Context: an optimization exercise on an open-source flow, tuned for small area. The choices shown serve that exercise and are no tape-out recipe. The RTL was checked by simulation tests, not by an equivalence proof against the original design. Power is estimated from default activity; no workload was simulated.

P:
==> flow/design.v (excerpt) <==
module pcie_us_axi_dma_x64 (
    input  wire          clk,
    input  wire          rst,
    input  wire [63:0]   s_axis_rc_tdata,
    input  wire [1:0]    s_axis_rc_tkeep,
    input  wire          s_axis_rc_tvalid,
    output wire          s_axis_rc_tready,
    input  wire          s_axis_rc_tlast,
    input  wire [74:0]   s_axis_rc_tuser,
    output wire [63:0]   m_axis_rq_tdata,
    output wire [1:0]    m_axis_rq_tkeep,
    output wire          m_axis_rq_tvalid,
    input  wire          m_axis_rq_tready,
    output wire          m_axis_rq_tlast,
    output wire [59:0]   m_axis_rq_tuser,
    input  wire [63:0]   s_axis_read_desc_pcie_addr,
    input  wire [31:0]   s_axis_read_desc_axi_addr,
    input  wire [15:0]   s_axis_read_desc_len,
    input  wire [7:0]    s_axis_read_desc_tag,
    input  wire          s_axis_read_desc_valid,
    output wire          s_axis_read_desc_ready,
    output wire [7:0]    m_axis_read_desc_status_tag,
    output wire          m_axis_read_desc_status_valid,
    input  wire [63:0]   s_axis_write_desc_pcie_addr,
    input  wire [31:0]   s_axis_write_desc_axi_addr,
    input  wire [15:0]   s_axis_write_desc_len,
    input  wire [7:0]    s_axis_write_desc_tag,
    input  wire          s_axis_write_desc_valid,
    output wire          s_axis_write_desc_ready,
    output wire [7:0]    m_axis_write_desc_status_tag,
    output wire          m_axis_write_desc_status_valid,
    output wire [7:0]    m_axi_awid,
    output wire [31:0]   m_axi_awaddr,
    output wire [7:0]    m_axi_awlen,
    output wire [2:0]    m_axi_awsize,
    output wire [1:0]    m_axi_awburst,
    output wire          m_axi_awlock,
    output wire [3:0]    m_axi_awcache,
    output wire [2:0]    m_axi_awprot,
    output wire          m_axi_awvalid,
    input  wire          m_axi_awready,
    output wire [63:0]   m_axi_wdata,
    output wire [7:0]    m_axi_wstrb,
    output wire          m_axi_wlast,
    output wire          m_axi_wvalid,
    input  wire          m_axi_wready,
    input  wire [7:0]    m_axi_bid,
    input  wire [1:0]    m_axi_bresp,
    input  wire          m_axi_bvalid,
    output wire          m_axi_bready,
    output wire [7:0]    m_axi_arid,
    output wire [31:0]   m_axi_araddr,
    output wire [7:0]    m_axi_arlen,
    output wire [2:0]    m_axi_arsize,
    output wire [1:0]    m_axi_arburst,
    output wire          m_axi_arlock,
    output wire [3:0]    m_axi_arcache,
    output wire [2:0]    m_axi_arprot,
    output wire          m_axi_arvalid,
    input  wire          m_axi_arready,
    input  wire [7:0]    m_axi_rid,
    input  wire [63:0]   m_axi_rdata,
    input  wire [1:0]    m_axi_rresp,
    input  wire          m_axi_rlast,
    input  wire          m_axi_rvalid,
    output wire          m_axi_rready,
    input  wire          read_enable,
    input  wire          write_enable,
    input  wire          ext_tag_enable,
    input  wire [15:0]   requester_id,
    input  wire          requester_id_enable,
    input  wire [2:0]    max_read_request_size,
    input  wire [2:0]    max_payload_size,
    output wire          status_error_cor,
    output wire          status_error_uncor
);
Size in the first run: roughly 20000 cells after synthesis, about 860 I/O pins, about 260000 µm² of cells after synthesis.
Settings: LEC_CHECK=0, CAP_MARGIN=20, CORE_MARGIN=2, CORE_UTILIZATION=50, CTS_BUF_LIST=sky130_fd_sc_hd__clkbuf_16, CTS_CLUSTER_DIAMETER=90, CTS_CLUSTER_SIZE=20, PLACE_DENSITY=0.6, SLEW_MARGIN=20; clock period 10.0 ns.
standard.sh (not shown) runs the stock make flow with config.mk's settings and CLKGATE_MAP_FILE= SYNTH_SCRIPT=/design/flow/synth_recipe.tcl, a recipe that flattens the netlist after the stock synthesis.
==> flow/flow/run.sh <==
#!/bin/bash
# Layout: the standard flow (standard.sh: unchanged synthesis, floorplan, power
# grid, placement, clock tree, routing), with two ORFS settings passed through the
# environment:
#  - BUFFER_PORTS_ARGS: every input and output port still gets its own buffer, but a
#    buf_1 instead of the default cell;
#  - MAX_REPAIR_ANTENNAS_ITER_DRT: more rounds of antenna repair after detailed
#    routing (10 instead of 5) before giving up.
# make's output goes to standard.log in this folder; each tool's full log is under
# orfs/logs/.
set -euo pipefail
export BUFFER_PORTS_ARGS="-buffer_cell sky130_fd_sc_hd__buf_1"
export MAX_REPAIR_ANTENNAS_ITER_DRT=10
bash standard.sh > standard.log 2>&1
P completed end to end with timing, DRC and antenna clean.
Edits applied to the flow inputs when going from P to Q:
--- a/flow/design.v
+++ b/flow/design.v
@@ -719,23 +719,35 @@
                 end
                 output_cycle_count_next = (tr_count_next + axi_addr_reg[OFFSET_WIDTH-1:0] - 1) >> (AXI_BURST_SIZE);
                 last_cycle_offset_next = axi_addr_reg[OFFSET_WIDTH-1:0] + tr_count_next;
                 last_cycle_next = output_cycle_count_next == 0;
                 input_active_next = 1'b1;
                 m_axi_awid_next = op_tag_reg;
                 m_axi_awaddr_next = axi_addr_reg;
                 m_axi_awlen_next = output_cycle_count_next;
                 m_axi_awvalid_next = 1'b1;
                 axi_addr_next = axi_addr_reg + tr_count_next;
                 op_count_next = op_count_reg - tr_count_next;
-                tr_count_next = op_count_next;
+                if (1'b1) begin  
+                    if (((axi_addr_next & 12'hfff) + (op_count_next & 12'hfff)) >> 12 != 0) begin
+                        tr_count_next = 13'h1000 - axi_addr_next[11:0];
+                    end else begin
+                        tr_count_next = op_count_next;
+                    end
+                end else begin
+                    if (((axi_addr_next & 12'hfff) + AXI_MAX_BURST_SIZE) >> 12 != 0) begin
+                        tr_count_next = 13'h1000 - axi_addr_next[11:0];
+                    end else begin
+                        tr_count_next = AXI_MAX_BURST_SIZE - axi_addr_next[OFFSET_WIDTH-1:0];
+                    end
+                end
                 op_table_write_start_ptr = op_tag_reg;
                 op_table_write_start_commit = op_count_next == 0 && final_cpl_reg && op_read_done;
                 op_table_write_start_en = 1'b1;
                 input_active_next = input_cycle_count_next != 0;
                 input_cycle_count_next = input_cycle_count_next - 1;
                 s_axis_rc_tready_next = m_axi_wready_int_early && input_active_next && bubble_cycle_reg && (!last_cycle_next || op_count_next == 0);
                 tlp_state_next = TLP_STATE_TRANSFER;
             end else begin
                 tlp_state_next = TLP_STATE_START;
             end
         end
@@ -775,23 +787,35 @@
                     first_cycle_next = 1'b0;
                     input_cycle_count_next = (tr_count_next - offset_reg - 1) >> (AXI_BURST_SIZE);
                     output_cycle_count_next = (tr_count_next + axi_addr_reg[OFFSET_WIDTH-1:0] - 1) >> (AXI_BURST_SIZE);
                     last_cycle_offset_next = axi_addr_reg[OFFSET_WIDTH-1:0] + tr_count_next;
                     last_cycle_next = output_cycle_count_next == 0;
                     input_active_next = tr_count_next > offset_reg;
                     m_axi_awaddr_next = axi_addr_reg;
                     m_axi_awlen_next = output_cycle_count_next;
                     m_axi_awvalid_next = 1'b1;
                     axi_addr_next = axi_addr_reg + tr_count_next;
                     op_count_next = op_count_reg - tr_count_next;
-                    tr_count_next = op_count_next;
+                    if (1'b1) begin  
+                        if (((axi_addr_next & 12'hfff) + (op_count_next & 12'hfff)) >> 12 != 0) begin
+                            tr_count_next = 13'h1000 - axi_addr_next[11:0];
+                        end else begin
+                            tr_count_next = op_count_next;
+                        end
+                    end else begin
+                        if (((axi_addr_next & 12'hfff) + AXI_MAX_BURST_SIZE) >> 12 != 0) begin
+                            tr_count_next = 13'h1000 - axi_addr_next[11:0];
+                        end else begin
+                            tr_count_next = AXI_MAX_BURST_SIZE - axi_addr_next[OFFSET_WIDTH-1:0];
+                        end
+                    end
                     op_table_write_start_ptr = op_tag_reg;
                     op_table_write_start_commit = op_count_next == 0 && final_cpl_reg && op_read_done;
                     op_table_write_start_en = 1'b1;
                     s_axis_rc_tready_next = m_axi_wready_int_early && input_active_next && (!last_cycle_next || op_count_next == 0);
                     tlp_state_next = TLP_STATE_TRANSFER;
                 end else begin
                     if (final_cpl_reg) begin
                         finish_tag_next = 1'b1;  
                         pcie_tag_table_finish_en = 1'b1;
                     end
                     if (AXIS_PCIE_DATA_WIDTH > 64) begin
==> comparison <==
Relative to P, non-clock buffer count decreased by 88 in Q.
Q: share of the clock period used by the worst path is 2.3 points lower than what P reported.
On Q: share of final layout cell area taken by non-clock buffers is 0.22 points lower than what P gave.
Actual transition at the worst max-transition pin ended up 0.064 ns lower on Q than on P.
Headroom to the max-slew limit sits higher in Q than in P.
Per the comparison of Q with P, part of the power in registers climbed 0.5 points, length of routed met3 wiring decreased by about 4% relative to the old numbers, remaining routing DRC violations stayed essentially flat, data required time of the critical path now larger.
Net switching power: Q better than P
From P to Q the numbers moved as follows: height of the chip did not really move, portion of total power attributed to the clock network up 0.2 points.

## afterwards: timing with drivers on the ports
In the flow no input, the clock included, has a driving cell. The finished layouts below were timed again as built, in two steps.
Step 1: set_driving_cell puts a clkbuf_16 on clk and a buf_2 on each other input, an assumption about the parent block.
Step 2 times the ports against the registers' clock, not the clock port: input delays grow and output delays shrink by t, the midpoint of the rising clock arrivals with the driver on.
Slacks: ideal ports / drivers / drivers and shift; pairs: ideal ports / drivers.
| run | shift t [ns] | setup slack, ns | worst setup path at the end | worst slew at a driven data input, ns | pins driven straight from the clock port |
|---|---|---|---|---|---|
| P | 1.203 | 1.253 / 1.253 / 0.265 | input to register | 0.34 | 1 |
| Q | 1.212 | 1.481 / 1.481 / 0.271 | input to register | 0.38 | 1 |
After both steps setup and hold are still met in every run listed. For Q, which loses most, drivers alone change the setup slack by 0.000 ns; drivers and shift together by -1.210 ns.
